Background: an optimization exercise with open tools, aiming at small area. Do not read the settings as production practice.
At most, simulation tests tie the RTL to the original design; equivalence was not proved.
Power is estimated from default activity; no workload was simulated.

== v6 ==
==> flow/design.v (excerpt) <==
module stg_game(
	clk,
	rst,
	tick_1ms,
	btnstate,
	switch,
	planex,
	planey,
	mybx,
	myby,
	bossx,
	bossy,
	enmx1,
	enmy1,
	enmx2,
	enmy2,
	enmx3,
	enmy3,
	enmx4,
	enmy4,
	bigbulletx1,
	bigbullety1,
	bigbulletx2,
	bigbullety2,
	bulletx1,
	bullety1,
	bulletx2,
	bullety2,
	bulletx3,
	bullety3,
	bulletx4,
	bullety4,
	bulletx5,
	bullety5,
	bulletx6,
	bullety6,
	bulletx7,
	bullety7,
	bulletx8,
	bullety8,
	bulletx9,
	bullety9,
	bulletx10,
	bullety10,
	bulletx11,
	bullety11,
	bulletx12,
	bullety12,
	life,
	boss,
	enma1,
	enma2,
	enma3,
	enma4,
	gameclear
	);
input clk;
input rst;
input tick_1ms;
input [3:0]btnstate;
input switch;
output [9:0]planex;
output [9:0]planey;
output [9:0]mybx;
output [9:0]myby;
output [9:0]bossx;
output [9:0]bossy;
output [9:0]enmx1;
output [9:0]enmy1;
output [9:0]enmx2;
output [9:0]enmy2;
output [9:0]enmx3;
output [9:0]enmy3;
output [9:0]enmx4;
output [9:0]enmy4;
output [9:0]bigbulletx1;
output [9:0]bigbullety1;
  ...
Settings: LEC_CHECK=0, CAP_MARGIN=20, CORE_MARGIN=2, CORE_UTILIZATION=55, PLACE_DENSITY=0.7, SLEW_MARGIN=20; clock period 10.0 ns.
standard.sh (not shown) runs the stock make flow with config.mk's settings and CLKGATE_MAP_FILE= SYNTH_SCRIPT=/design/flow/synth_recipe.tcl, a recipe that flattens the netlist after the stock synthesis.
==> flow/flow/run.sh <==
#!/bin/bash
# The standard layout (standard.sh) with three changes:
#  - synthesis is synth_recipe.tcl unchanged except that the final abc call
#    maps with an area-oriented script (flow/area.abc);
#  - port buffers are sky130_fd_sc_hd__buf_1;
#  - the clock tree uses larger sink clusters and no dummy loads.
set -euo pipefail
W=$(pwd)
{
  echo "proc abc {args} { set i [lsearch \$args -script]; if {\$i >= 0} { lset args [expr {\$i+1}] $W/flow/area.abc }; yosys abc {*}\$args }"
  cat synth_recipe.tcl
} > area_synth.tcl
sed -e "s#SYNTH_SCRIPT=[^ ]*#SYNTH_SCRIPT=$W/area_synth.tcl#" standard.sh > area_standard.sh
export BUFFER_PORTS_ARGS="-buffer_cell sky130_fd_sc_hd__buf_1"
export SYNTH_INSBUF=0
export CTS_ARGS="-sink_clustering_enable -repair_clock_nets -dont_use_dummy_load -sink_clustering_size 16 -sink_clustering_max_diameter 80 -buf_list sky130_fd_sc_hd__clkbuf_8"
bash area_standard.sh > area_standard.log 2>&1
==> flow/flow/area.abc <==
strash
ifraig
scorr
dc2
dc2
strash
dch -f
amap -F 3 -A 10
topo
v6: PASS, flow complete, no timing, DRC or antenna violations
--- input diff v6..v7 ---
--- a/flow/design.v
+++ b/flow/design.v
@@ -455,54 +455,55 @@
 		{b1x,b1y}<=n1; {b2x,b2y}<=n2; {b3x,b3y}<=n3; {b4x,b4y}<=n4;
 		{b5x,b5y}<=n5; {b6x,b6y}<=n6; {b7x,b7y}<=n7; {b8x,b8y}<=n8;
 		{b9x,b9y}<=n9; {b10x,b10y}<=n10; {b11x,b11y}<=n11; {b12x,b12y}<=n12;
 	end
 end
 wire pyok = ~lt10(py,10'd6) & lt10(py,10'd1018);
 function shit;
-	input [9:0] x; input [9:0] y; input [8:0] pxx; input [9:0] pyy;
+	input [9:0] x; input [9:0] y; input [8:0] pxx; input [9:0] pyy; input big;
 	reg [9:0] dx, dy;
 	begin
 		dx = sub10(x,{1'b0,pxx});
 		dy = sub10(y,pyy);
-		shit = (lt10(dx,10'd6) | ~lt10(dx,10'd1019)) & (lt10(dy,10'd6) | ~lt10(dy,10'd1019));
+		if(big) shit = (lt10(dx,10'd25) | ~lt10(dx,10'd1000)) & (lt10(dy,10'd25) | ~lt10(dy,10'd1000));
+		else shit = (lt10(dx,10'd6) | ~lt10(dx,10'd1019)) & (lt10(dy,10'd6) | ~lt10(dy,10'd1019));
 	end
 endfunction
 wire [9:0] sct = inc10({7'd0,sc},1'b1);
 wire [2:0] scn = sct[2:0];
 reg [9:0] sa_x, sa_y, sb_x, sb_y;
 always @(*) begin
 	case(sc)
 	3'd0: begin sa_x={1'b0,b1x}; sa_y={1'b0,b1y}; sb_x={1'b0,b7x}; sb_y={1'b0,b7y}; end
 	3'd1: begin sa_x={1'b0,b2x}; sa_y={1'b0,b2y}; sb_x={1'b0,b8x}; sb_y={1'b0,b8y}; end
 	3'd2: begin sa_x={1'b0,b3x}; sa_y={1'b0,b3y}; sb_x=b9x; sb_y=b9y; end
 	3'd3: begin sa_x={1'b0,b4x}; sa_y={1'b0,b4y}; sb_x=b10x; sb_y=b10y; end
 	3'd4: begin sa_x={1'b0,b5x}; sa_y={1'b0,b5y}; sb_x=b11x; sb_y=b11y; end
-	default: begin sa_x={1'b0,b6x}; sa_y={1'b0,b6y}; sb_x=b12x; sb_y=b12y; end
+	3'd5: begin sa_x={1'b0,b6x}; sa_y={1'b0,b6y}; sb_x=b12x; sb_y=b12y; end
+	3'd6: begin sa_x=10'd260; sa_y={1'b0,bby}; sb_x=b12x; sb_y=b12y; end      
+	default: begin sa_x=10'd428; sa_y={1'b0,bby}; sb_x=b12x; sb_y=b12y; end   
 	endcase
 end
-wire hsa = shit(sa_x,sa_y,px,py);
+wire sbig = sc[2]&sc[1];    
+wire hsa = shit(sa_x,sa_y,px,py,sbig) & (bact|~sbig);
 wire oa = oob(sa_x,sa_y);
 wire ob = oob(sb_x,sb_y);
 always @(posedge clk) begin
 	case(sc)
 	3'd0: begin of[1]<=oa; of[7]<=ob; end
 	3'd1: begin of[2]<=oa; of[8]<=ob; end
 	3'd2: begin of[3]<=oa; of[9]<=ob; end
 	3'd3: begin of[4]<=oa; of[10]<=ob; end
 	3'd4: begin of[5]<=oa; of[11]<=ob; end
 	3'd5: begin of[6]<=oa; of[12]<=ob; end
 	default: ;
 	endcase
 end
-wire hsb = shit(sb_x,sb_y,px,py);
-wire [9:0] dby = sub10({1'b0,bby},py);
-wire hbig = bact & ((~lt10({1'b0,px},10'd236) & lt10({1'b0,px},10'd285)) | (~lt10({1'b0,px},10'd404) & lt10({1'b0,px},10'd453)))
-          & (lt10(dby,10'd25) | ~lt10(dby,10'd1000));
-wire hnow = hbig | (pxnz & pyok & (hsa|hsb));
+wire hsb = shit(sb_x,sb_y,px,py,1'b0);
+wire hnow = pxnz & pyok & (hsa|hsb);
 always @(posedge clk) sc<= rst ? 3'd0 : scn;    
 always @(posedge clk) begin
 	if(rst) begin
 		pend<=0; shot<=0;
 	end
 	else begin
 		if(step) begin
[summary]
v7 vs v6: number of buffers and inverters on the critical path up. Compared with v6, v7 shows a global-route usage that is 0.90 points higher. v7 vs v6, clock period minus worst slack went up by 180 ps. Worst-case setup slack after placement (lower): v7. Summary of v7 over v6: final cell area excluding filler cells has decreased; growth of design area from synthesis to finish rose by 0.37 points. v6 and v7 ended up with roughly the same final cell utilization of the core. In the metrics for v6 and v7, the one carrying the higher overall die area is v6. Looking at relative contribution of the clock network to total power, v7 sits below v6. Taking v6 as the reference point, the total detailed-routing wirelength of v7 rises by 650 um.
For v7, only the layout was checked, not whether the RTL still works.

-- afterwards: timing with drivers on the ports --
No port has a modelled driver above. Below, the same layouts with a new extraction and two added sets of constraints.
Step 1: set_driving_cell puts a clkbuf_16 on clk and a buf_2 on each other input, an assumption about the parent block.
Step 2, shift: input delay + t, output delay - t, t = (earliest + latest rising clock arrival at the registers) / 2. This alone moves slack from input paths to output paths.
Slacks: ideal / step 1 / step 2; pairs: ideal / step 1.
| run | t, ns | slack for setup (ns) | clock arrival spread, ns | cell pins on the clock port's net |
|---|---|---|---|---|
| v6 | 0.682 | 2.571 / 2.571 / 2.571 | 0.069 / 0.070 | 1 |
| v7 | 0.680 | 2.394 / 2.394 / 2.394 | 0.069 / 0.069 | 1 |
After both steps every run listed still meets setup and hold.
